Background: an optimization exercise with open tools, aiming at small area. Do not read the settings as production practice. Function was checked by simulation only, so behaviour that the tests miss may differ from the original.

`design.v`:
```
`timescale 1ns / 1ps
module ACT16bits(A,OP,R);
	input [15:0] A;
	input OP;
	output reg [15:0] R;
	always @(A or OP)
		case (OP)
			1'b0: R=16'b0;
			1'b1: R=A;
		endcase
endmodule
`timescale 1ns / 1ps
module ALU1module(opA,opB,Cin,op,R,CFA,AFA,OFA);
	input [15:0] opA,opB;
	input Cin;
	input [2:0] op;
	output wire [15:0] R;
	output wire CFA,AFA,OFA;
	wire [15:0] RAND,ROR,RXOR,RSUM;
	wire CinAdder,AF,CF,OF;
	assign CinAdder=(Cin&op[1]&~op[2]);
	ANDmodule AND(opA,opB,RAND);
	ORmodule OR(opA,opB,ROR);
	XORmodule XOR(opA,opB,RXOR);
	Adder16bits Adder(opA,opB,op[0],CinAdder,RSUM,AF,CF,OF);
	wire [1:0] opMux;
	wire FA,FS;
	DecoALU1module DecSal(op,opMux,FA,FS);
	Mux4a1de16bits MuxRDatos(RAND,ROR,RXOR,RSUM,opMux,R);
	assign CFA=(CF&FA)|(~CF&FS);
	assign AFA=(AF&FA)|(~AF&FS);
	assign OFA=OF&(FA|FS);
endmodule
`timescale 1ns / 1ps
module ALU2module(opA,opB,V,Cin,op,R,CF,OF);
	input [15:0] opA;
	input [3:0] opB;
	input V,Cin;
	input [2:0] op;
	output wire [15:0] R;
	output wire CF,OF;
	wire [15:0] RS,RR;
	wire CFS,CFR,OFS,OFR;
	ShiftBasicModule SHI(opA,opB,V,op[1:0],RS,CFS,OFS);
	RotateBasicModule ROT(opA,opB,Cin,V,op[1:0],RR,CFR,OFR);
	Mux2a1de16bits MuxRDatos(RR,RS,op[2],R);
	assign CF=(CFS&op[2])|(CFR&~op[2]);
	assign OF=(OFS&op[2])|(OFR&~op[2]);	
endmodule
`timescale 1ns / 1ps
module ANDmodule(A,B,R);
	input [15:0] A,B;
	output [15:0] R;
	assign R=A&B;
endmodule
`timescale 1ns / 1ps
module Adder16bits(A,B,OP,Cin,R,AF,CF,OF);
	input [15:0] A,B;
	input OP,Cin;
	output [15:0] R;
	output wire AF,CF,OF;
	wire C0,C1,C2,C4,C5,C6,C7,C8,C9,C10,C11,C12,C13,C14,C15,C16;
	wire [15:0] opB;
	assign AF=C4,
			 CF=C16,
			 OF=(C15^C16);
	assign opB[0]=B[0]^OP,opB[1]=B[1]^OP,
			 opB[2]=B[2]^OP,opB[3]=B[3]^OP, 
			 opB[4]=B[4]^OP,opB[5]=B[5]^OP,
			 opB[6]=B[6]^OP,opB[7]=B[7]^OP,
			 opB[8]=B[8]^OP,opB[9]=B[9]^OP, 
			 opB[10]=B[10]^OP,opB[11]=B[11]^OP, 
			 opB[12]=B[12]^OP,opB[13]=B[13]^OP,
			 opB[14]=B[14]^OP,opB[15]=B[15]^OP; 
	assign C0=(Cin^OP);
	FullAdder	AD0 (A[0],opB[0],C0,R[0],C1);
	FullAdder	AD1 (A[1],opB[1],C1,R[1],C2);
	FullAdder	AD2 (A[2],opB[2],C2,R[2],C3);
	FullAdder	AD3 (A[3],opB[3],C3,R[3],C4);
	FullAdder	AD4 (A[4],opB[4],C4,R[4],C5);
	FullAdder	AD5 (A[5],opB[5],C5,R[5],C6); 
	FullAdder	AD6 (A[6],opB[6],C6,R[6],C7);
	FullAdder	AD7 (A[7],opB[7],C7,R[7],C8);
	FullAdder	AD8 (A[8],opB[8],C8,R[8],C9);
	FullAdder	AD9 (A[9],opB[9],C9,R[9],C10);
	FullAdder	AD10 (A[10],opB[10],C10,R[10],C11);
	FullAdder	AD11 (A[11],opB[11],C11,R[11],C12);
	FullAdder	AD12 (A[12],opB[12],C12,R[12],C13);
	FullAdder	AD13 (A[13],opB[13],C13,R[13],C14);
	FullAdder	AD14 (A[14],opB[14],C14,R[14],C15);
	FullAdder	AD15 (A[15],opB[15],C15,R[15],C16);				
endmodule 
`timescale 1ns / 1ps
module AjustBasicModule(Ain,Bin,op,CFin,AFin,A,B,CF,AF);
	input [15:0] Ain,Bin;
	input [1:0] op;
	input AFin,CFin;
	output wire [15:0] A,B;
	output wire CF,AF;
	wire MA,MD;
	assign MA=(AFin|(Ain[3]&(Ain[2]|Ain[1])));
	assign MD=(CFin|(Ain[7]&(Ain[6]|Ain[5])));	
	wire [2:0] Dir;
	assign Dir={op[0],MD,MA};
   wire [15:0] Sal;
	RomDatosAjustBasic Rom(Dir,Sal);
	Mux2a1de16bits MuxB(Bin,Sal,op[1],B);
	assign A=Ain;
	assign AF=op[1]&MA;
	assign CF=op[1]&((~op[0]&AF)|(op[0]&MD));
endmodule
`timescale 1ns / 1ps
module Comple2d16bits(A,cmp,R);
	input [15:0] A;
	input cmp;
	output [15:0] R;
	wire C0,C1,C2,C3,C4,C5,C6,C7,C8,C9,C10,C11,C12,C13,C14;
	FullComple2 FC0(A[0],cmp,cmp,R[0],C0);
	FullComple2 FC1(A[1],C0,cmp,R[1],C1);
	FullComple2 FC2(A[2],C1,cmp,R[2],C2);
	FullComple2 FC3(A[3],C2,cmp,R[3],C3);
	FullComple2 FC4(A[4],C3,cmp,R[4],C4);
	FullComple2 FC5(A[5],C4,cmp,R[5],C5);
	FullComple2 FC6(A[6],C5,cmp,R[6],C6);
	FullComple2 FC7(A[7],C6,cmp,R[7],C7);
	FullComple2 FC8(A[8],C7,cmp,R[8],C8);
	FullComple2 FC9(A[9],C8,cmp,R[9],C9);
	FullComple2 FC10(A[10],C9,cmp,R[10],C10);
	FullComple2 FC11(A[11],C10,cmp,R[11],C11);
	FullComple2 FC12(A[12],C11,cmp,R[12],C12);
	FullComple2 FC13(A[13],C12,cmp,R[13],C13);
	FullComple2 FC14(A[14],C13,cmp,R[14],C14);
	FullComple2inc FC15(A[15],C14,cmp,R[15]);
endmodule
`timescale 1ns / 1ps
module Comple2d16bitsB(A,Cin,cmp,R,Co);
	input [15:0] A;
	input Cin,cmp;
	output wire [15:0] R;
	output wire Co;
	wire C0,C1,C2,C3,C4,C5,C6,C7,C8,C9,C10,C11,C12,C13,C14;
	FullComple2 FC0(A[0],Cin,cmp,R[0],C0);
	FullComple2 FC1(A[1],C0,cmp,R[1],C1);
	FullComple2 FC2(A[2],C1,cmp,R[2],C2);
	FullComple2 FC3(A[3],C2,cmp,R[3],C3);
	FullComple2 FC4(A[4],C3,cmp,R[4],C4);
	FullComple2 FC5(A[5],C4,cmp,R[5],C5);
	FullComple2 FC6(A[6],C5,cmp,R[6],C6);
	FullComple2 FC7(A[7],C6,cmp,R[7],C7);
	FullComple2 FC8(A[8],C7,cmp,R[8],C8);
	FullComple2 FC9(A[9],C8,cmp,R[9],C9);
	FullComple2 FC10(A[10],C9,cmp,R[10],C10);
	FullComple2 FC11(A[11],C10,cmp,R[11],C11);
	FullComple2 FC12(A[12],C11,cmp,R[12],C12);
	FullComple2 FC13(A[13],C12,cmp,R[13],C13);
	FullComple2 FC14(A[14],C13,cmp,R[14],C14);
	FullComple2 FC15(A[15],C14,cmp,R[15],Co);
endmodule
`timescale 1ns / 1ps
module Comple2d16bitsCin(A,Cin,cmp,R);
	input [15:0] A;
	input Cin,cmp;
	output [15:0] R;
	wire C0,C1,C2,C3,C4,C5,C6,C7,C8,C9,C10,C11,C12,C13,C14;
	FullComple2 FC0(A[0],Cin,cmp,R[0],C0);
	FullComple2 FC1(A[1],C0,cmp,R[1],C1);
	FullComple2 FC2(A[2],C1,cmp,R[2],C2);
	FullComple2 FC3(A[3],C2,cmp,R[3],C3);
	FullComple2 FC4(A[4],C3,cmp,R[4],C4);
	FullComple2 FC5(A[5],C4,cmp,R[5],C5);
	FullComple2 FC6(A[6],C5,cmp,R[6],C6);
	FullComple2 FC7(A[7],C6,cmp,R[7],C7);
	FullComple2 FC8(A[8],C7,cmp,R[8],C8);
	FullComple2 FC9(A[9],C8,cmp,R[9],C9);
	FullComple2 FC10(A[10],C9,cmp,R[10],C10);
	FullComple2 FC11(A[11],C10,cmp,R[11],C11);
	FullComple2 FC12(A[12],C11,cmp,R[12],C12);
	FullComple2 FC13(A[13],C12,cmp,R[13],C13);
	FullComple2 FC14(A[14],C13,cmp,R[14],C14);
	FullComple2inc FC15(A[15],C14,cmp,R[15]);
endmodule
`timescale 1ns / 1ps
module Comple2d32bits(A,Cin,cmp,R);
	input [31:0] A;
	input Cin,cmp;
	output [31:0] R;
	wire C0,C1,C2,C3,C4,C5,C6,C7,C8,C9,C10,C11,C12,C13,C14,C15,
		  C16,C17,C18,C19,C20,C21,C22,C23,C24,C25,C26,C27,C28,C29,C30;
	FullComple2 FC0(A[0],Cin,cmp,R[0],C0);
	FullComple2 FC1(A[1],C0,cmp,R[1],C1);
	FullComple2 FC2(A[2],C1,cmp,R[2],C2);
	FullComple2 FC3(A[3],C2,cmp,R[3],C3);
	FullComple2 FC4(A[4],C3,cmp,R[4],C4);
	FullComple2 FC5(A[5],C4,cmp,R[5],C5);
	FullComple2 FC6(A[6],C5,cmp,R[6],C6);
	FullComple2 FC7(A[7],C6,cmp,R[7],C7);
	FullComple2 FC8(A[8],C7,cmp,R[8],C8);
	FullComple2 FC9(A[9],C8,cmp,R[9],C9);
	FullComple2 FC10(A[10],C9,cmp,R[10],C10);
	FullComple2 FC11(A[11],C10,cmp,R[11],C11);
	FullComple2 FC12(A[12],C11,cmp,R[12],C12);
	FullComple2 FC13(A[13],C12,cmp,R[13],C13);
	FullComple2 FC14(A[14],C13,cmp,R[14],C14);
	FullComple2 FC15(A[15],C14,cmp,R[15],C15);
	FullComple2 FC16(A[16],C15,cmp,R[16],C16);
	FullComple2 FC17(A[17],C16,cmp,R[17],C17);
	FullComple2 FC18(A[18],C17,cmp,R[18],C18);
	FullComple2 FC19(A[19],C18,cmp,R[19],C19);
	FullComple2 FC20(A[20],C19,cmp,R[20],C20);
	FullComple2 FC21(A[21],C20,cmp,R[21],C21);
	FullComple2 FC22(A[22],C21,cmp,R[22],C22);
	FullComple2 FC23(A[23],C22,cmp,R[23],C23);
	FullComple2 FC24(A[24],C23,cmp,R[24],C24);
	FullComple2 FC25(A[25],C24,cmp,R[25],C25);
	FullComple2 FC26(A[26],C25,cmp,R[26],C26);
	FullComple2 FC27(A[27],C26,cmp,R[27],C27);
	FullComple2 FC28(A[28],C27,cmp,R[28],C28);
	FullComple2 FC29(A[29],C28,cmp,R[29],C29);
	FullComple2 FC30(A[30],C29,cmp,R[30],C30);
	FullComple2inc FC31(A[31],C30,cmp,R[31]);
endmodule
`timescale 1ns / 1ps
module DecoALU1module(op,opMux,FA,FS);
	input [2:0] op;
	output reg [1:0] opMux;
	output wire FA,FS;
	assign FA=(opMux[1]&opMux[0]&~op[0]);
	assign FS=(opMux[1]&opMux[0]&op[0]);
	always @(op)
		case (op)
			3'b000: opMux=2'b11;
			3'b001: opMux=2'b01;
			3'b010: opMux=2'b11;
			3'b011: opMux=2'b11;
			3'b100: opMux=2'b00;
			3'b101: opMux=2'b11;
			3'b110: opMux=2'b10;
			3'b111: opMux=2'b11;
		endcase
endmodule
`timescale 1ns / 1ps
module DetectorParidad(A,P);
	input [15:0] A;
	output wire P;
	assign P=~(^A[15:0]);
endmodule
`timescale 1ns / 1ps
module DetectorZero(A,Z);
	input [15:0] A;
	output wire Z;
	assign Z=~|A;
endmodule
`timescale 1ns / 1ps
module Divi16bits(A,B,Comp,R,Cout);
	input [16:0] A;
	input [15:0] B;
	input Comp;
	output wire [15:0] R;
	output wire Cout;
	wire C0,C1,C2,C3,C4,C5,C6,C7,C8,C9,C10,C11,C12,C13,C14,C15;
	FullDivi FD0(A[0],B[0],Comp,Comp,R[0],C0);
	FullDivi FD1(A[1],B[1],Comp,C0,R[1],C1);
	FullDivi FD2(A[2],B[2],Comp,C1,R[2],C2);
	FullDivi FD3(A[3],B[3],Comp,C2,R[3],C3);
	FullDivi FD4(A[4],B[4],Comp,C3,R[4],C4);
	FullDivi FD5(A[5],B[5],Comp,C4,R[5],C5);
	FullDivi FD6(A[6],B[6],Comp,C5,R[6],C6);
	FullDivi FD7(A[7],B[7],Comp,C6,R[7],C7);
	FullDivi FD8(A[8],B[8],Comp,C7,R[8],C8);
	FullDivi FD9(A[9],B[9],Comp,C8,R[9],C9);
	FullDivi FD10(A[10],B[10],Comp,C9,R[10],C10);
	FullDivi FD11(A[11],B[11],Comp,C10,R[11],C11);
	FullDivi FD12(A[12],B[12],Comp,C11,R[12],C12);
	FullDivi FD13(A[13],B[13],Comp,C12,R[13],C13);
	FullDivi FD14(A[14],B[14],Comp,C13,R[14],C14);
	FullDivi FD15(A[15],B[15],Comp,C14,R[15],C15);
	assign Cout=((~Comp&A[16]&C15)|(Comp&(A[16]|C15)));
endmodule 
`timescale 1ns / 1ps
module Divi16x16bits(CLK,RST,ENA,D,A,B,R,R2,FIN);
	input CLK,RST,ENA;
	input [15:0] D,A,B;
	output wire [15:0] R,R2;
	output wire FIN;
	wire [3:0] PRE;
	FSMDivi MaqEstDivi(CLK,RST,ENA,FIN,PRE);
	wire [15:0] R3,Ro,RE,opD;
	wire C,Co,A0,P0;
	assign P0=|PRE;
	Mux16a1de1bit MuxdeA0(A[15],A[14],A[13],A[12],A[11],A[10],A[9],A[8],
								 A[7],A[6],A[5],A[4],A[3],A[2],A[1],A[0],PRE,A0);
	Mux16a1de1bit MuxdeC(1'b1,R[15],R[14],R[13],R[12],R[11],R[10],R[9],
								R[8],R[7],R[6],R[5],R[4],R[3],R[2],R[1],PRE,C);
	Mux2a1de16bits MuxdeA(D,RE,P0,opD);
	Divi16bits D15({opD[15:0],A0},B,C,Ro,Co);
	Reg16bitsEnaDown RegDeRE(CLK,RST,ENA|P0,Ro,RE);
	RegRotate16bitsEnaDown RegDeC(CLK,RST,ENA|P0,PRE,Co,R);
	SemiAdder16bits Sum(RE,B,R3);
	Mux2a1de16bits MuxResiduo(R3,RE,R[0],R2);
endmodule
`timescale 1ns / 1ps
module FSMDivi(CLK,RST,ENA,FIN,PRE);
	input CLK,RST,ENA;
	output [3:0] PRE;
	output wire FIN;
	reg [3:0] PRE,FUT;
	parameter T0=4'b0000,T1=4'b0001,T2=4'b0010,T3=4'b0011,
				 T4=4'b0100,T5=4'b0101,T6=4'b0110,T7=4'b0111,
				 T8=4'b1000,T9=4'b1001,T10=4'b1010,T11=4'b1011,
				 T12=4'b1100,T13=4'b1101,T14=4'b1110,T15=4'b1111;
	always @(posedge CLK or posedge RST)
		if (RST)
			PRE<=T0;
		else 
			PRE<=FUT;
	always @(PRE or ENA)
		case (PRE)
			T0: if (ENA)
					FUT=T1;
				 else
					FUT=T0;
			T1: FUT=T2;
			T2: FUT=T3;
			T3: FUT=T4;
			T4: FUT=T5;
			T5: FUT=T6;
			T6: FUT=T7;
			T7: FUT=T8;
			T8: FUT=T9;
			T9: FUT=T10;
			T10: FUT=T11;
			T11: FUT=T12;
			T12: FUT=T13;
			T13: FUT=T14;
			T14: FUT=T15;
			T15: FUT=T0;
		endcase
	assign FIN=(~PRE[3]&~PRE[2]&~PRE[1]&~PRE[0]);
endmodule
`timescale 1ns / 1ps
module FullAdder(A,B,Cin,R,Cout);
	input A,B,Cin;
	output wire R,Cout;
	wire R1,O1,O2;
	assign R1=A^B;
	assign O1=A&B;
	assign R=R1^Cin;
	assign O2=R1&Cin;
	assign Cout=O1|O2;
endmodule 
`timescale 1ns / 1ps
module FullComple2(A,Cin,cmp,R,Cout);
	input A,Cin,cmp;
	output wire R,Cout;
	wire opA;
	assign opA=A^cmp;
	assign R=opA^Cin;
	assign Cout=opA&Cin;
endmodule
`timescale 1ns / 1ps
module FullComple2inc(A,Cin,cmp,R);
	input A,Cin,cmp;
	output wire R;
	wire opA;
	assign opA=A^cmp;
	assign R=opA^Cin;
endmodule
`timescale 1ns / 1ps
module FullDivi(A,B,Comp,Cin,R,Cout);
	input A,B,Comp,Cin;
	output wire R,Cout;
	wire opB;
	assign opB=B^Comp;
	FullAdder FA(A,opB,Cin,R,Cout);
endmodule
`timescale 1ns / 1ps
module Multi(A,B,R);
	input [15:0] A,B;
	output wire [31:0] R;
	assign R=A*B;
endmodule
`timescale 1ns / 1ps
module Mux16a1de1bit(A0,A1,A2,A3,A4,A5,A6,A7,A8,A9,A10,A11,A12,A13,A14,A15,op,R);
	input A0,A1,A2,A3,A4,A5,A6,A7,A8,A9,A10,A11,A12,A13,A14,A15;
	input [3:0] op;
	output reg R;
	always @ (A0 or A1 or A2 or A3 or A4 or A5 or A6 or A7 or A8
			or A9 or A10 or A11 or A12 or A13 or A14 or A15 or op)
		case (op)
			4'b0000: R=A0;
			4'b0001: R=A1;
			4'b0010: R=A2;
			4'b0011: R=A3;
			4'b0100: R=A4;
			4'b0101: R=A5;
			4'b0110: R=A6;
			4'b0111: R=A7;
			4'b1000: R=A8;
			4'b1001: R=A9;
			4'b1010: R=A10;
			4'b1011: R=A11;
			4'b1100: R=A12;
			4'b1101: R=A13;
			4'b1110: R=A14;
			4'b1111: R=A15;
		endcase
endmodule 
`timescale 1ns / 1ps
module Mux2a1de16bits(A0,A1,OP,R);
	input [15:0] A0,A1;
	input OP;
	output reg [15:0] R;
	always @(A0 or A1 or OP)
		case (OP)
			1'b0: R=A0;
			1'b1: R=A1;
		endcase
endmodule
`timescale 1ns / 1ps
module Mux2a1de8bits(A0,A1,OP,R);
	input [7:0] A0,A1;
	input OP;
	output reg [7:0] R;
	always @(A0 or A1 or OP)
		case (OP)
			1'b0: R=A0;
			1'b1: R=A1;
		endcase
endmodule
`timescale 1ns / 1ps
module Mux4a1de16bits(A0,A1,A2,A3,OP,R);
	input [15:0] A0,A1,A2,A3;
	input [1:0] OP;
	output reg [15:0] R;
	always @(A0 or A1 or A2 or A3 or OP)
		case (OP)
			2'b00: R=A0;
			2'b01: R=A1;
			2'b10: R=A2;
			2'b11: R=A3;
		endcase
endmodule
`timescale 1ns / 1ps
module Mux4a1de1bit(A0,A1,A2,A3,OP,R);
	input A0,A1,A2,A3;
	input [1:0] OP;
	output reg R;
	always @(A0 or A1 or A2 or A3 or OP)
		case (OP)
			2'b00: R=A0;
			2'b01: R=A1;
			2'b10: R=A2;
			2'b11: R=A3;
		endcase
endmodule
`timescale 1ns / 1ps
module Mux8a1de1bit(A0,A1,A2,A3,A4,A5,A6,A7,OP,R);
	input A0,A1,A2,A3,A4,A5,A6,A7;
	input [2:0] OP;
	output reg R;
	always @(A0 or A1 or A2 or A3 or A4 or A5 or A6 or A7 or OP)
		case (OP)
			3'b000: R=A0;
			3'b001: R=A1;
			3'b010: R=A2;
			3'b011: R=A3;
			3'b100: R=A4;
			3'b101: R=A5;
			3'b110: R=A6;
			3'b111: R=A7;
		endcase
endmodule
`timescale 1ns / 1ps
module MuxShiftLeftRota(A,OP,R);
	input [15:0] A;
	input [3:0] OP;
	output reg [15:0] R;
	always @ (A or OP)
		case (OP)
			4'b0000: R=A[15:0];
			4'b0001: R={A[14:0],A[15]};
			4'b0010: R={A[13:0],A[15:14]};
			4'b0011: R={A[12:0],A[15:13]};
			4'b0100: R={A[11:0],A[15:12]};
			4'b0101: R={A[10:0],A[15:11]};
			4'b0110: R={A[9:0],A[15:10]};
			4'b0111: R={A[8:0],A[15:9]};
			4'b1000: R={A[7:0],A[15:8]};
			4'b1001: R={A[6:0],A[15:7]};
			4'b1010: R={A[5:0],A[15:6]};
			4'b1011: R={A[4:0],A[15:5]};
			4'b1100: R={A[3:0],A[15:4]};
			4'b1101: R={A[2:0],A[15:3]};
			4'b1110: R={A[1:0],A[15:2]};
			4'b1111: R={A[0],A[15:1]};
		endcase
endmodule 
`timescale 1ns / 1ps
module MuxShiftLeftRotaWC(A,Cin,OP,R);
	input Cin;
	input [15:0] A;
	input [3:0] OP;
	output reg [16:0] R;
	always @ (A or Cin or OP)
		case (OP)
			4'b0000: R={Cin,A[15:0]};
			4'b0001: R={A[15:0],Cin};
			4'b0010: R={A[14:0],Cin,A[15]};
			4'b0011: R={A[13:0],Cin,A[15:14]};
			4'b0100: R={A[12:0],Cin,A[15:13]};
			4'b0101: R={A[11:0],Cin,A[15:12]};
			4'b0110: R={A[10:0],Cin,A[15:11]}; 
			4'b0111: R={A[9:0],Cin,A[15:10]};
			4'b1000: R={A[8:0],Cin,A[15:9]};
			4'b1001: R={A[7:0],Cin,A[15:8]};
			4'b1010: R={A[6:0],Cin,A[15:7]};
			4'b1011: R={A[5:0],Cin,A[15:6]};
			4'b1100: R={A[4:0],Cin,A[15:5]};
			4'b1101: R={A[3:0],Cin,A[15:4]};
			4'b1110: R={A[2:0],Cin,A[15:3]};
			4'b1111: R={A[1:0],Cin,A[15:2]};
		endcase
endmodule 
`timescale 1ns / 1ps
module MuxShiftLeftSimple(A,OP,R);
	input [15:0] A;
	input [3:0] OP;
	output reg [15:0] R;
	always @ (A or OP)
		case (OP)
			4'b0000: R=A[15:0];
			4'b0001: R={A[14:0],1'b0};
			4'b0010: R={A[13:0],2'b0};
			4'b0011: R={A[12:0],3'b0};
			4'b0100: R={A[11:0],4'b0};
			4'b0101: R={A[10:0],5'b0};
			4'b0110: R={A[9:0],6'b0};
			4'b0111: R={A[8:0],7'b0};
			4'b1000: R={A[7:0],8'b0};
			4'b1001: R={A[6:0],9'b0};
			4'b1010: R={A[5:0],10'b0};
			4'b1011: R={A[4:0],11'b0};
			4'b1100: R={A[3:0],12'b0};
			4'b1101: R={A[2:0],13'b0};
			4'b1110: R={A[1:0],14'b0};
			4'b1111: R={A[0],15'b0};
		endcase
endmodule 
`timescale 1ns / 1ps
module MuxShiftRightRota(A,OP,R);
	input [15:0] A;
	input [3:0] OP;
	output reg [15:0] R;
	always @ (A or OP)
		case (OP)
			4'b0000: R=A[15:0];
			4'b0001: R={A[0],A[15:1]};
			4'b0010: R={A[1:0],A[15:2]};
			4'b0011: R={A[2:0],A[15:3]};
			4'b0100: R={A[3:0],A[15:4]};
			4'b0101: R={A[4:0],A[15:5]};
			4'b0110: R={A[5:0],A[15:6]};
			4'b0111: R={A[6:0],A[15:7]};
			4'b1000: R={A[7:0],A[15:8]};
			4'b1001: R={A[8:0],A[15:9]};
			4'b1010: R={A[9:0],A[15:10]};
			4'b1011: R={A[10:0],A[15:11]};
			4'b1100: R={A[11:0],A[15:12]};
			4'b1101: R={A[12:0],A[15:13]};
			4'b1110: R={A[13:0],A[15:14]};
			4'b1111: R={A[14:0],A[15]};
		endcase
endmodule 
`timescale 1ns / 1ps
module MuxShiftRightRotaWC(A,Cin,OP,R);
	input Cin;
	input [15:0] A;
	input [3:0] OP;
	output reg [16:0] R;
	always @ (A or Cin or OP)
		case (OP)
			4'b0000: R={A[15:0],Cin};
			4'b0001: R={Cin,A[15:0]};
			4'b0010: R={A[0],Cin,A[15:1]};
			4'b0011: R={A[1:0],Cin,A[15:2]};
			4'b0100: R={A[2:0],Cin,A[15:3]};
			4'b0101: R={A[3:0],Cin,A[15:4]};
			4'b0110: R={A[4:0],Cin,A[15:5]};
			4'b0111: R={A[5:0],Cin,A[15:6]};
			4'b1000: R={A[6:0],Cin,A[15:7]};
			4'b1001: R={A[7:0],Cin,A[15:8]};
			4'b1010: R={A[8:0],Cin,A[15:9]};
			4'b1011: R={A[9:0],Cin,A[15:10]};
			4'b1100: R={A[10:0],Cin,A[15:11]};
			4'b1101: R={A[11:0],Cin,A[15:12]};
			4'b1110: R={A[12:0],Cin,A[15:13]};
			4'b1111: R={A[13:0],Cin,A[15:14]};
		endcase
endmodule 
`timescale 1ns / 1ps
module MuxShiftRightSimple(A,OP,R);
	input [15:0] A;
	input [3:0] OP;
	output reg [15:0] R;
	always @ (A or OP)
		case (OP)
			4'b0000: R=A[15:0];
			4'b0001: R={1'b0,A[15:1]};
			4'b0010: R={2'b0,A[15:2]};
			4'b0011: R={3'b0,A[15:3]};
			4'b0100: R={4'b0,A[15:4]};
			4'b0101: R={5'b0,A[15:5]};
			4'b0110: R={6'b0,A[15:6]};
			4'b0111: R={7'b0,A[15:7]};
			4'b1000: R={8'b0,A[15:8]};
			4'b1001: R={9'b0,A[15:9]};
			4'b1010: R={10'b0,A[15:10]};
			4'b1011: R={11'b0,A[15:11]};
			4'b1100: R={12'b0,A[15:12]};
			4'b1101: R={13'b0,A[15:13]};
			4'b1110: R={14'b0,A[15:14]};
			4'b1111: R={15'b0,A[15]};
		endcase
endmodule 
`timescale 1ns / 1ps
module MuxShiftRightSimpleArit(A,OP,R);
	input [15:0] A;
	input [3:0] OP;
	output reg [15:0] R;
	always @ (A or OP)
		case (OP)
			4'b0000: R=A[15:0];
			4'b0001: R={A[15],A[15:1]};
			4'b0010: R={A[15],A[15],A[15:2]};
			4'b0011: R={A[15],A[15],A[15],A[15:3]};
			4'b0100: R={A[15],A[15],A[15],A[15],A[15:4]};
			4'b0101: R={A[15],A[15],A[15],A[15],A[15],A[15:5]};
			4'b0110: R={A[15],A[15],A[15],A[15],A[15],A[15],A[15:6]};
			4'b0111: R={A[15],A[15],A[15],A[15],A[15],A[15],A[15],A[15:7]};
			4'b1000: R={A[15],A[15],A[15],A[15],A[15],A[15],A[15],A[15],A[15:8]};
			4'b1001: R={A[15],A[15],A[15],A[15],A[15],A[15],A[15],A[15],A[15],A[15:9]};
			4'b1010: R={A[15],A[15],A[15],A[15],A[15],A[15],A[15],A[15],A[15],A[15],A[15:10]};
			4'b1011: R={A[15],A[15],A[15],A[15],A[15],A[15],A[15],A[15],A[15],A[15],A[15],A[15:11]};
			4'b1100: R={A[15],A[15],A[15],A[15],A[15],A[15],A[15],A[15],A[15],A[15],A[15],A[15],A[15:12]};
			4'b1101: R={A[15],A[15],A[15],A[15],A[15],A[15],A[15],A[15],A[15],A[15],A[15],A[15],A[15],A[15:13]};
			4'b1110: R={A[15],A[15],A[15],A[15],A[15],A[15],A[15],A[15],A[15],A[15],A[15],A[15],A[15],A[15],A[15:14]};
			4'b1111: R={A[15],A[15],A[15],A[15],A[15],A[15],A[15],A[15],A[15],A[15],A[15],A[15],A[15],A[15],A[15],A[15]};
		endcase
endmodule 
`timescale 1ns / 1ps
module ORmodule(A,B,R);
	input [15:0] A,B;
	output [15:0] R;
	assign R=A|B;
endmodule
`timescale 1ns / 1ps
module Reg16bitsEnaDown(CLK,RST,ENA,D,Q);
	input CLK,RST,ENA;
	input [15:0] D;
	output reg [15:0] Q;
	always @(posedge CLK or posedge RST)
		if (RST)
			Q<=16'h0000;
		else if (ENA)
			Q<=D;
		else
			Q<=Q;
endmodule
`timescale 1ns / 1ps
module Reg1bitEnaDown(CLK,RST,ENA,D,Q);
	input CLK,RST,ENA;
	input D;
	output reg Q;
	always @(posedge CLK or posedge RST)
		if (RST)
			Q<=1'b0;
		else if (ENA)
			Q<=D;
		else
			Q<=Q;
endmodule
`timescale 1ns / 1ps
module Reg1bitEnaSetDown(CLK,RST,ENA,SET,D,Q);
	input CLK,RST,ENA,SET;
	input D;
	output reg Q;
	always @(posedge CLK or posedge RST)
		if (RST)
			Q<=1'b0;
		else if (SET)
			Q<=1'b1;
		else if (ENA)
			Q<=D;
		else
			Q<=Q;
endmodule
`timescale 1ns / 1ps
module Reg1bitEnaSetTogDown(CLK,RST,ENA,SET,TOG,D,Q);
	input CLK,RST,ENA,TOG,SET;
	input D;
	output reg Q;
	always @(posedge CLK or posedge RST)
		if (RST)
			Q<=1'b0;
		else if (SET)
			Q<=1'b1;
		else if (TOG)
			Q<=~Q;
		else if (ENA)
			Q<=D;
		else
			Q<=Q;
endmodule
`timescale 1ns / 1ps
module RegIfEnaSetDown(CLK,RST,RSET,ENA,SET,D,Q);
	input CLK,RST,RSET,ENA,SET;
	input D;
	output reg Q;
	always @(posedge CLK or posedge RST)
		if (RST)
			Q<=1'b1;
		else if (RSET)
			Q<=1'b0;
		else if (SET)
			Q<=1'b1;
		else if (ENA)
			Q<=D;
		else
			Q<=Q;
endmodule
`timescale 1ns / 1ps
module RegRotate16bitsEnaDown(CLK,RST,ENA,SEL,D,Q);
	input CLK,RST,ENA;
	input D;
	input [3:0] SEL;
	output wire [15:0] Q;
	wire [15:0] WR;
	RomRegRotate16bits RomSel(SEL,WR);
	Reg1bitEnaDown Q0(CLK,RST,ENA&WR[0],D,Q[15]);
	Reg1bitEnaDown Q1(CLK,RST,ENA&WR[1],D,Q[14]);
	Reg1bitEnaDown Q2(CLK,RST,ENA&WR[2],D,Q[13]);
	Reg1bitEnaDown Q3(CLK,RST,ENA&WR[3],D,Q[12]);
	Reg1bitEnaDown Q4(CLK,RST,ENA&WR[4],D,Q[11]);
	Reg1bitEnaDown Q5(CLK,RST,ENA&WR[5],D,Q[10]);
	Reg1bitEnaDown Q6(CLK,RST,ENA&WR[6],D,Q[9]);
	Reg1bitEnaDown Q7(CLK,RST,ENA&WR[7],D,Q[8]);
	Reg1bitEnaDown Q8(CLK,RST,ENA&WR[8],D,Q[7]);
	Reg1bitEnaDown Q9(CLK,RST,ENA&WR[9],D,Q[6]);
	Reg1bitEnaDown Q10(CLK,RST,ENA&WR[10],D,Q[5]);
	Reg1bitEnaDown Q11(CLK,RST,ENA&WR[11],D,Q[4]);
	Reg1bitEnaDown Q12(CLK,RST,ENA&WR[12],D,Q[3]);
	Reg1bitEnaDown Q13(CLK,RST,ENA&WR[13],D,Q[2]);
	Reg1bitEnaDown Q14(CLK,RST,ENA&WR[14],D,Q[1]);
	Reg1bitEnaDown Q15(CLK,RST,ENA&WR[15],D,Q[0]);
endmodule
`timescale 1ns / 1ps
module RomDatosAjustBasic(Dir,Sal);
	input [2:0] Dir;
	output reg [15:0] Sal;
	always @(Dir)
		case (Dir)
			3'b000: Sal=16'b0000;
			3'b001: Sal=16'h0106;
			3'b010: Sal=16'h0000;
			3'b011: Sal=16'h0106;
			3'b100: Sal=16'b0000;
			3'b101: Sal=16'h0006;
			3'b110: Sal=16'h0060;
			3'b111: Sal=16'h0066;
		endcase
endmodule
`timescale 1ns / 1ps
module RomDecComp(op,A15,A7,B15,B7,D15,CA,c2inA,c2inB,c2out);	
	input [3:0] op;
	input A15,A7,B15,B7,D15;
	output wire CA,c2inA,c2inB,c2out;
	wire I,Mu,Di,N8,N16,MD,NI;
	assign I=op[1];
	assign Mu=~op[3]&~op[2];
	assign Di=~op[3]&op[2];
	assign N8=~op[0];
	assign N16=op[0];
	assign MD=~op[3];
	assign NI=op[3]&~op[2];
	assign c2inA=(I&((Mu&((A15&N16)|(A7&N8)))|(Di&((D15&N16)|(A15&N8)))))|NI;
	assign c2inB=I&(MD)&
						((B15&N16)|(B7&N8));
	assign CA=(MD&(I&((Mu&((A15&N16)|(A7&N8)))|(Di&((D15&N16)|(A15&N8))))))|(NI&op[0]);
	assign c2out=MD&(c2inA^c2inB);
endmodule
`timescale 1ns / 1ps
module RomRegRotate16bits(SEL,WR);
	input [3:0] SEL;
	output reg [15:0] WR;
	always @(SEL)
		case (SEL)
			4'b0000: WR={4'b0000,4'b0000,4'b0000,4'b0001};
			4'b0001: WR={4'b0000,4'b0000,4'b0000,4'b0010};
			4'b0010: WR={4'b0000,4'b0000,4'b0000,4'b0100};
			4'b0011: WR={4'b0000,4'b0000,4'b0000,4'b1000};
			4'b0100: WR={4'b0000,4'b0000,4'b0001,4'b0000};
			4'b0101: WR={4'b0000,4'b0000,4'b0010,4'b0000};
			4'b0110: WR={4'b0000,4'b0000,4'b0100,4'b0000};
			4'b0111: WR={4'b0000,4'b0000,4'b1000,4'b0000};
			4'b1000: WR={4'b0000,4'b0001,4'b0000,4'b0000};
			4'b1001: WR={4'b0000,4'b0010,4'b0000,4'b0000};
			4'b1010: WR={4'b0000,4'b0100,4'b0000,4'b0000};
			4'b1011: WR={4'b0000,4'b1000,4'b0000,4'b0000};
			4'b1100: WR={4'b0001,4'b0000,4'b0000,4'b0000};
			4'b1101: WR={4'b0010,4'b0000,4'b0000,4'b0000};
			4'b1110: WR={4'b0100,4'b0000,4'b0000,4'b0000};
			4'b1111: WR={4'b1000,4'b0000,4'b0000,4'b0000};
	endcase
endmodule
`timescale 1ns / 1ps
module RomopFL(opFL,RSTCF,RSTDF,RSTIF,SETCF,SETDF,SETIF,TOGCF);
	input [2:0] opFL;
	output wire RSTCF,RSTDF,RSTIF,SETCF,SETDF,SETIF,TOGCF;
	reg [6:0] D;
	assign {RSTCF,RSTDF,RSTIF,SETCF,SETDF,SETIF,TOGCF}=D;
	always @(opFL)
		case (opFL)
			3'b000: D=7'b0000000;
			3'b001: D=7'b1000000;
			3'b010: D=7'b0000001;
			3'b011: D=7'b0001000;
			3'b100: D=7'b0100000;
			3'b101: D=7'b0000100;
			3'b110: D=7'b0010000;
			3'b111: D=7'b0000010;
		endcase
endmodule
`timescale 1ns / 1ps
module RotateBasicModule(A,B,Cin,Simp,op,R,CF,OF);
	input [15:0] A;
	input [3:0] B;
	input [1:0] op;
	input Cin,Simp;
	output wire [15:0] R;
	output wire CF,OF;
	wire [15:0] RRCL,RRCR,RROL,RROR;
	wire CRCR,CRCL;
	reg [3:0] Des;
	always @(B or Simp)
		if (Simp)
			Des=4'b0001;
		else
			Des=B;
	MuxShiftRightRotaWC RotacionRCR(A,Cin,Des,{RRCR[15:0],CRCR});
	MuxShiftLeftRotaWC RotacionRCL(A,Cin,Des,{CRCL,RRCL[15:0]});
	MuxShiftLeftRota RotacionROL(A,Des,RROL);
	MuxShiftRightRota RotacionROR(A,Des,RROR);	
	Mux4a1de16bits Mux(RROL,RROR,RRCL,RRCR,op,R);
	Mux4a1de1bit MuxC(R[15],R[0],CRCL,CRCR,op,CF);
	assign OF=(A[15]^R[15]);
endmodule
`timescale 1ns / 1ps
module SemiAdder16bits(A,B,R);
	input [15:0] A,B;
	output [15:0] R;
	wire C0,C1,C2,C4,C5,C6,C7,C8,C9,C10,C11,C12,C13,C14;
	SemiAdderIni	AD0 (A[0],B[0],R[0],C0);
	FullAdder	AD1 (A[1],B[1],C0,R[1],C1);
	FullAdder	AD2 (A[2],B[2],C1,R[2],C2);
	FullAdder	AD3 (A[3],B[3],C2,R[3],C3);
	FullAdder	AD4 (A[4],B[4],C3,R[4],C4);
	FullAdder	AD5 (A[5],B[5],C4,R[5],C5); 
	FullAdder	AD6 (A[6],B[6],C5,R[6],C6);
	FullAdder	AD7 (A[7],B[7],C6,R[7],C7);
	FullAdder	AD8 (A[8],B[8],C7,R[8],C8);
	FullAdder	AD9 (A[9],B[9],C8,R[9],C9);
	FullAdder	AD10 (A[10],B[10],C9,R[10],C10);
	FullAdder	AD11 (A[11],B[11],C10,R[11],C11);
	FullAdder	AD12 (A[12],B[12],C11,R[12],C12);
	FullAdder	AD13 (A[13],B[13],C12,R[13],C13);
	FullAdder	AD14 (A[14],B[14],C13,R[14],C14);
	SemiAdderFin	AD15 (A[15],B[15],C14,R[15]);
endmodule 
`timescale 1ns / 1ps
module SemiAdder8bits(A,B,R);
	input [7:0] A,B;
	output [7:0] R;
	wire C0,C1,C2,C4,C5,C6;
	SemiAdderIni	AD0 (A[0],B[0],R[0],C0);
	FullAdder	AD1 (A[1],B[1],C0,R[1],C1);
	FullAdder	AD2 (A[2],B[2],C1,R[2],C2);
	FullAdder	AD3 (A[3],B[3],C2,R[3],C3);
	FullAdder	AD4 (A[4],B[4],C3,R[4],C4);
	FullAdder	AD5 (A[5],B[5],C4,R[5],C5); 
	FullAdder	AD6 (A[6],B[6],C5,R[6],C6);
	SemiAdderFin	AD7 (A[7],B[7],C6,R[7]);
endmodule 
`timescale 1ns / 1ps
module SemiAdderFin(A,B,Cin,R);
	input A,B,Cin;
	output wire R;
	wire R1;
	assign R1=A^B;
	assign R=R1^Cin;
endmodule 
`timescale 1ns / 1ps
module SemiAdderIni(A,B,R,Cout);
	input A,B;
	output wire R,Cout;
	assign R=A^B;
	assign Cout=A&B;
endmodule 
`timescale 1ns / 1ps
module ShiftBasicModule(A,B,Simp,op,R,CF,OF);
	input [15:0] A;
	input [3:0] B;
	input [1:0] op;
	input Simp;
	output wire [15:0] R;
	output wire CF,OF;
	wire [15:0] RSHL,RSHR,RSAR;
	wire CFRight,CFLeft;
	reg [3:0] Des;
	always @(B or Simp)
		if (Simp)
			Des=4'b0001;
		else
			Des=B;
	MuxShiftRightSimple CorrimientoRS(A,Des,RSHR);
	MuxShiftLeftSimple CorrimientoLS(A,Des,RSHL);
	MuxShiftRightSimpleArit CorrimientoRSA(A,Des,RSAR);
	Mux16a1de1bit CarryRight(A[14],A[13],A[12],A[11],A[10],A[9],A[8],A[7],A[6],A[5],A[4],A[3],A[2],A[1],A[0],1'b0,Des,CFRight);
	Mux16a1de1bit CarryLeft(A[1],A[2],A[3],A[4],A[5],A[6],A[7],A[8],A[9],A[10],A[11],A[12],A[13],A[14],A[15],1'b0,Des,CFLeft);
	Mux4a1de16bits Mux(RSHL,RSHR,RSHL,RSAR,op,R);
	assign CF=(CFRight&op[0])|(CFLeft&~op[0]);
	assign OF=(A[15]^R[15]);
endmodule
`timescale 1ns / 1ps
module UnidadProducto(CLK,RST,ENA,A,B,D,op,R1,R2,OF,CF,FIN);
	input CLK,RST,ENA;
	input [15:0] A,B,D;
	input [3:0] op;
	output wire [15:0] R1,R2;
	output wire OF,CF,FIN;
	wire [15:0] AAMD,AA;
	Mux2a1de8bits MuxAMAD(A[7:0],A[15:8],op[0],AAMD[7:0]);
	assign AAMD[15:8]=8'b0;
	Mux2a1de16bits MuxdeEntrada(A,AAMD,op[3]&op[2],AA);
	wire CA,Co,c2inA,c2inB,c2out;
	wire [15:0] opA,opB,opD,DR;
	Comple2d32bits CompA2A({D,AA},CA,c2inA,{DR,opA});
	Comple2d16bits CompA2B(B,c2inB,opB);
	ACT16bits ActivadorD(DR,op[0],opD);
	RomDecComp DecoComple(op,AA[15],AA[7],B[15],B[7],D[15],CA,c2inA,c2inB,c2out);	
	wire [15:0] RMUL,RDIV,RMUL2,REDIV;
	Divi16x16bits Divisor(CLK,RST,ENA,opD,opA,opB,RDIV,REDIV,FIN);
	Multi Multiplicador(opA,opB,{RMUL2,RMUL});
	wire [15:0] opR1,opR2,C2R1,C2R2,opR;
	Mux2a1de16bits MuxR1(RMUL,RDIV,op[2],opR1);
	Mux2a1de16bits MuxR2(RMUL2,REDIV,op[2],opR2);
	Comple2d16bitsB CompA2R1(opR1,c2out,c2out,C2R1,Co);
	Comple2d16bitsCin CompA2R2(opR2,((Co&~op[2])|(c2out&op[2])),c2out,C2R2);
	Mux2a1de16bits AjustedeDIV(C2R1,{C2R2[7:0],C2R1[7:0]},(op[2]&~op[0]),opR);
	wire [15:0] opAAMDC;
	wire [7:0] opRAAD;
	SemiAdder8bits AdderdeAAM(RMUL[7:0],A[7:0],opRAAD);	
	Mux4a1de16bits MuxdeopAAMDC({A[7],A[7],A[7],A[7],A[7],A[7],A[7],A[7],A[7:0]},
										{A[15],A[15],A[15],A[15],A[15],A[15],A[15],A[15],A[15],A[15],A[15],A[15],A[15],A[15],A[15],A[15]},
										{RDIV[7:0],REDIV[7:0]},
										{8'b0,opRAAD},
										op[1:0],opAAMDC);
	Mux4a1de16bits MuxdeR1(opR,opR,opA,opAAMDC,op[3:2],R1);
	assign R2=C2R2;
	assign OF=CF;
	assign CF=|RMUL2;
endmodule
`timescale 1ns / 1ps
module XORmodule(A,B,R);
	input [15:0] A,B;
	output [15:0] R;
	assign R=A^B;
endmodule
`timescale 1ns / 1ps
module ALU(CLK,RST,A,V,op,WA,WB,WD,WR,ENADi,opFL,R1,R2,FLAGS,FL,FINP,IF);
	input CLK,RST;
	input [15:0] A;
	input V;
	input [5:0] op;
	input WA,WB,WD,ENADi;
	input [1:0] WR;
	input [2:0] opFL;
	output wire [15:0] R1,R2,FLAGS;
	output wire [5:0] FL;
	output wire FINP,IF;
	wire [15:0] opA,opB,opD,R;
	Reg16bitsEnaDown REGA(CLK,RST,WA,A,opA);
	Reg16bitsEnaDown REGB(CLK,RST,WB,A,opB);
	Reg16bitsEnaDown REGD(CLK,RST,WD,A,opD);
	wire [15:0] AA,BA;
	wire CFC,AFC;
	AjustBasicModule Ajuste(opA,opB,op[4:3],FLAGS[0],FLAGS[4],AA,BA,CFC,AFC);
	wire [15:0] RA;
	wire CFA,AFA,OFA;
	ALU1module ALU1(AA,BA,FLAGS[0],op[2:0],RA,CFA,AFA,OFA);
	wire [15:0] RB;
	wire CFB,OFB;
	ALU2module ALU2(opA,opB[3:0],V,FLAGS[0],op[2:0],RB,CFB,OFB);
	wire [15:0]opR1;
	wire OFD,CFD;
	UnidadProducto UnidPro(CLK,RST,ENADi,opA,opB,opD,op[3:0],opR1,R2,OFD,CFD,FINP);
	wire CF,OF,AF;
	Mux4a1de16bits MuxSal(RA,RB,{RA[15:8],4'b0,RA[3:0]},RA,op[4:3],R);
	Mux2a1de16bits MuxSalFinal(R,opR1,op[5],R1);
	Mux8a1de1bit MuxCF(CFA,CFB,CFC,CFC,CFD,CFD,1'b0,1'b0,op[5:3],CF);
	Mux8a1de1bit MuxOF(OFA,OFB,OFA,OFA,OFD,OFD,1'b0,1'b0,op[5:3],OF);
	Mux4a1de1bit MuxAF(AFA,AFA,AFC,AFC,op[4:3],AF);
	assign FLAGS[1]=1'b0,FLAGS[3]=1'b0,FLAGS[5]=1'b0,FLAGS[8]=1'b0,
			 FLAGS[12]=1'b0,FLAGS[13]=1'b0,FLAGS[14]=1'b0,FLAGS[15]=1'b0;
	wire P,Z,S;
	DetectorParidad Parid(R1,P);
	DetectorZero Zer(R1,Z);
	assign S=R1[15];
	wire CFR,PR,AFR,ZR,SR,OFR;
	assign CFR=(CF&~WR[1])|(A[0]&WR[1]);
	assign PR=(P&~WR[1])|(A[2]&WR[1]);
	assign AFR=(AF&~WR[1])|(A[4]&WR[1]);
	assign ZR=(Z&~WR[1])|(A[6]&WR[1]);
	assign SR=(S&~WR[1])|(A[7]&WR[1]);
	assign OFR=(OF&~WR[1])|(A[11]&WR[1]);
	wire RSTCF,RSTDF,RSTIF,SETCF,SETDF,SETIF,TOGCF;
	RomopFL RomdeopFL(opFL,RSTCF,RSTDF,RSTIF,SETCF,SETDF,SETIF,TOGCF);
	Reg1bitEnaSetTogDown REGF0(CLK,RST,(WR[1]|WR[0]|RSTCF),SETCF,TOGCF,CFR&~RSTCF,FLAGS[0]);	 
	Reg1bitEnaDown REGF2(CLK,RST,(WR[1]|WR[0]),PR,FLAGS[2]);										 
	Reg1bitEnaDown REGF4(CLK,RST,(WR[1]|WR[0]),AFR,FLAGS[4]);									 
	Reg1bitEnaDown REGF6(CLK,RST,(WR[1]|WR[0]),ZR,FLAGS[6]);										 
	Reg1bitEnaDown REGF7(CLK,RST,(WR[1]|WR[0]),SR,FLAGS[7]);										 
	RegIfEnaSetDown REGF9(CLK,RST,RSTIF,(WR[1]&~WR[0]),SETIF,A[9],FLAGS[9]);				 
	Reg1bitEnaSetDown REGF10(CLK,RST,((WR[1]&~WR[0])|RSTDF),SETDF,A[10]&~RSTDF,FLAGS[10]);			 
	Reg1bitEnaDown REGF11(CLK,RST,(WR[1]^WR[0]),OFR,FLAGS[11]);									 
	assign FL={FLAGS[10],FLAGS[0],FLAGS[6],FLAGS[7],FLAGS[11],FLAGS[2]};
	assign IF=FLAGS[9];			
endmodule
```
`run.sh`:
```
#!/bin/bash
# synth_recipe.tcl (not shown) runs the flow's synth.tcl, then flattens the netlist and writes it again
# the make line also repeats each setting of config.mk as NAME=value (left out here)
make -C /OpenROAD-flow-scripts/flow DESIGN_CONFIG=/design/flow/config.mk WORK_HOME=/design/flow/orfs CLKGATE_MAP_FILE= SYNTH_SCRIPT=/design/flow/synth_recipe.tcl finish
```
`config.mk`:
```
export PLATFORM = sky130hd
export DESIGN_NAME = ALU
export DESIGN_NICKNAME = ALU
export VERILOG_FILES = /design/flow/design.v
export SDC_FILE = /design/flow/constraint.sdc
export NUM_CORES = 4
export LEC_CHECK = 0
export CAP_MARGIN = 20
export CORE_MARGIN = 2
export CORE_UTILIZATION = 40
export SLEW_MARGIN = 20
```
`constraint.sdc`:
```
create_clock -name core_clock -period 20.0 [get_ports {CLK}]
set_input_delay 4.0000 -clock core_clock [delete_from_list [all_inputs] [get_ports {CLK}]]
set_output_delay 4.0000 -clock core_clock [all_outputs]
set_load 0.01 [all_outputs]
```
==> summary.txt <==
Run status
  • Status: complete, no violations

Global route
  • Pin count of the biggest net entering global routing: 65
  • Global Route Usage Sum: 36.1%
  • First-pass GRT wire length: 167000 microns
  • Total global routing overflow: 0
  • Antenna violations before repair: 3
  • Vias in the first global route: 24400

Finish
  • Most common cell after layout, fill and taps aside: nand2_1
  • Finished layout cell area: 27400 sq um
  • Most frequent cells in the layout: 371 x nand2_1, 330 x inv_1, 245 x fa_1
  • Final Util: 45.6%
  • Synth-to-Final Area Change: 13.2%
  • Filler-free cell count of the finished design: 3838
  • Layout cells sized above 1: 14.6%
  • Fill cell count: 5993
  • Nets: 3553

Worst setup path
  • R2r endpoint: REGF2.Q
  • FF-to-FF setup slack: 6.92 ns
  • Crit-path most repeated cell: ha_1
  • R2r startpoint: REGB.Q[1]
  • Critical Path RT: 16.00 ns
  • Critical path endpoint category: output pin
  • Max FO, Critical Path: 5
  • Stages on worst setup path: 55
  • CP max-delay cell: fa_1
  • R2r worst-path depth: 57
  • Worst Setup SP: op[0]
  • Delay-heaviest family, CP: adder cells
  • Critical path arrival: 15.56 ns
  • Setup CP Type: input port to output pin
  • Worst Path Buf+Inv: 11
  • Startpoint Class: input port
  • Crit-path max cell delay: 0.53 ns
  • CP endpoint: R1[14]

Yosys
  • Yosys reg bits: 92
  • Async set or reset register ratio after synthesis: 100%
  • Mapped cell area: 24200 sq um
  • EDFF count, synth: 0
  • Mapped Avg Cell Area: 8.13 sq um
  • Count of cell types in the netlist: 98
  • Cell count after synthesis: 2974
  • Synth Flop Type: dfrtp_1
  • Seq/Total Area, Yosys: 9.52%
  • Number of synthesis warnings: 29

Clocking
  • Clk slew on worst S/H paths: 0.07 ns
  • Clock root buffer: clkbuf_16
  • # clock sinks: 92
  • H-tree levels: 3
  • Worst-Skew Late Latency: 0.37 ns
  • CTS tree: yes
  • Total CTS buffers: 9
  • Maximum clock path buffer count: 2

Floorplanning
  • Die footprint: 62500 sq um
  • Die Width: 250 microns
  • Die H: 250 microns
  • Initial Utilization: 40.3%
  • Area of the core: 60000 sq um
  • Num ports: 90
  • Std cell rows: 90

Timing
  • Setup_tns: 0 ns
  • Final period utilization: 97.8%
  • Max-slew violation count: 0
  • F_max: 51.1 MHz
  • Slew headroom: 20.5%
  • Worst Tran Pin Value: 1.18 ns
  • Final Setup Violations: 0
  • Worst Skew: 0.0149 ns
  • Crit path time final: 19.56 ns
  • Final Hold Fails: 0

Route
  • Vias/cell: 6.27
  • Final antenna-violating net count: 0
  • First-pass DRT Iterations: 6
  • Initial drt markers: 2499
  • WL final: 114000 microns
  • Vias: 24100
  • Routed length per instance: 29.8 microns
  • DRC Markers: 0

Worst hold path
  • Min-Delay Path Class: flip-flop to flip-flop

Place
  • HPWL after DPL: 87000 microns
  • Placed cells: 3809
  • RePlAce Congestion: 1.00
  • Area post-placement: 26600 sq um
  • I/O Buffers: 81

Job
  • Max_cap viols: 0
## worst min path at each step
stage	startpoint	end	slack, ns	cells after the start
after floorplan	REGF4.Q	REGF4.Q	0.48	2
after detailed placement	REGF2.Q	REGF2.Q	0.51	2
after global placement	REGF7.Q	REGF7.Q	0.50	2
final	REGF2.Q	REGF2.Q	0.52	2
after global routing	REGD.Q[9]	REGD.Q[9]	0.55	1
after CTS	REGF2.Q	REGF2.Q	0.53	2
## kinds of logic after synthesis
| kind of cell | Yosys count | synth area share [%] |
|---|---|---|
| AND/OR/NAND/NOR | 953 | 19.2 |
| buffers and inverters | 601 | 10.5 |
| AO/OA/AOI/OAI | 552 | 15.3 |
| adder cells (fa/ha/maj) | 471 | 32.0 |
| XOR/XNOR | 163 | 6.10 |
| multiplexers | 141 | 7.33 |
| flip-flops | 92 | 9.52 |
| other | 1 | 0.0155 |
## layer usage
layer | global-route usage (%) | vias up | part of all wire, %
met5 | 0 | - | 0
met3 | 5.25 | 390 | 8.7
met4 | 19.8 | 0 | 6.6
li1 | - | 10200 | -
met2 | 57.2 | 1426 | 45
met1 | 47.6 | 12000 | 40
## timing repair
item	4_1_cts	5_1_grt
endpoints found under the setup margin	8	9
pin swaps	10	42
buffers inserted	5	5
gates resized for setup	25	73
hold buffers	0	0
## synthesized netlist by cell type, types with 8 or more instances
cell       count  area share, %
nand2_1      373            5.8
inv_1        333            5.2
fa_1         245             20
ha_1         225             12
nor2_1       143            2.2
clkbuf_1     141            2.2
and2_1       128            3.3
o21ai_0      128            2.6
xnor2_1      110            4.0
a21oi_1       92            1.9
dfrtp_1       91            9.4
nand3_1       77            1.6
mux2_2        70            3.3
o22ai_1       57            1.5
nor3_1        53            1.1
mux2i_1       49            2.0
xor2_1        49            1.8
buf_4         46            1.4
buf_2         42           0.87
nand2b_1      34           0.88
o211ai_1      32           0.99
nor4_1        30           0.78
a21o_1        25           0.78
buf_1         23           0.36
mux4_2        22            2.0
a211oi_1      21           0.65
a31oi_1       21           0.54
nor2b_1       21           0.54
nand4_1       19           0.49
o32ai_1       14           0.51
or4_1         14           0.43
a22oi_1       13           0.40
o221ai_1      13           0.47
o31ai_1       12           0.37
a311oi_1      11           0.40
o2111ai_1     11           0.40
o21ai_1        9           0.19
or3_1          9           0.23
a2111oi_0      8           0.29
a211o_1        8           0.29
a32oi_1        8           0.29
and3_1         8           0.21
buf_6          8           0.37
## worst min-delay path: stages, from the launching register on
cell,delay (ns)
dfrtp_1,0.36
nand2_1,0.06
o21ai_1,0.06
## through the flow
| step | setup slack, ns | hold slack (ns) |
|---|---|---|
| after global placement | -0.850 | 0.498 |
| after floorplan | 0.0118 | 0.476 |
| after CTS | 0.0130 | 0.527 |
| after detailed placement | -1.05 | 0.509 |
| after global routing | -0.0142 | 0.552 |
| final | 0.445 | 0.520 |
## flip-flops by register name (all words and copies together) (netlist names), 4 cells and up
register,cells
UnidPro.Divisor.RegDeRE.Q,16
REGB.Q,16
REGA.Q,16
UnidPro.Divisor.MaqEstDivi.PRE,4
REGD.Q,16
## layout make-up
| cell class | instances | area [sq um] | share of cell area [%] |
|---|---|---|---|
| antenna | 2 | 5.00 | 0.0183 |
| clock buffer | 10 | 239 | 0.872 |
| clock inverter | 6 | 92.6 | 0.338 |
| inverter | 341 | 1280 | 4.68 |
| multi-input combinational | 2288 | 19800 | 72.2 |
| sequential | 92 | 2300 | 8.41 |
| tap | 782 | 978 | 3.57 |
| timing repair buffer | 317 | 2710 | 9.91 |

==> re-timing with driven ports <==
How much do the figures lean on ideal ports? The routed layout below was timed once more, with nothing changed but the port constraints.
Step 1 assumes that a clkbuf_16 drives the clock port and a buf_2 every other input.
Step 2 times the ports against the registers' clock, not the clock port: input delays grow and output delays shrink by t, the midpoint of the rising clock arrivals with the driver on.
Three values: ideal ports, drivers, drivers and shift; two values: the first two.
shift t [ns]: 0.403
setup WS [ns]: 0.445 / 0.406 / 0.406
worst setup path at the end: input to output
pins driven straight from the clock port: 1
After both steps setup and hold are still met in this run. For this run, drivers alone change the setup slack by -0.039 ns; drivers and shift together by -0.039 ns.
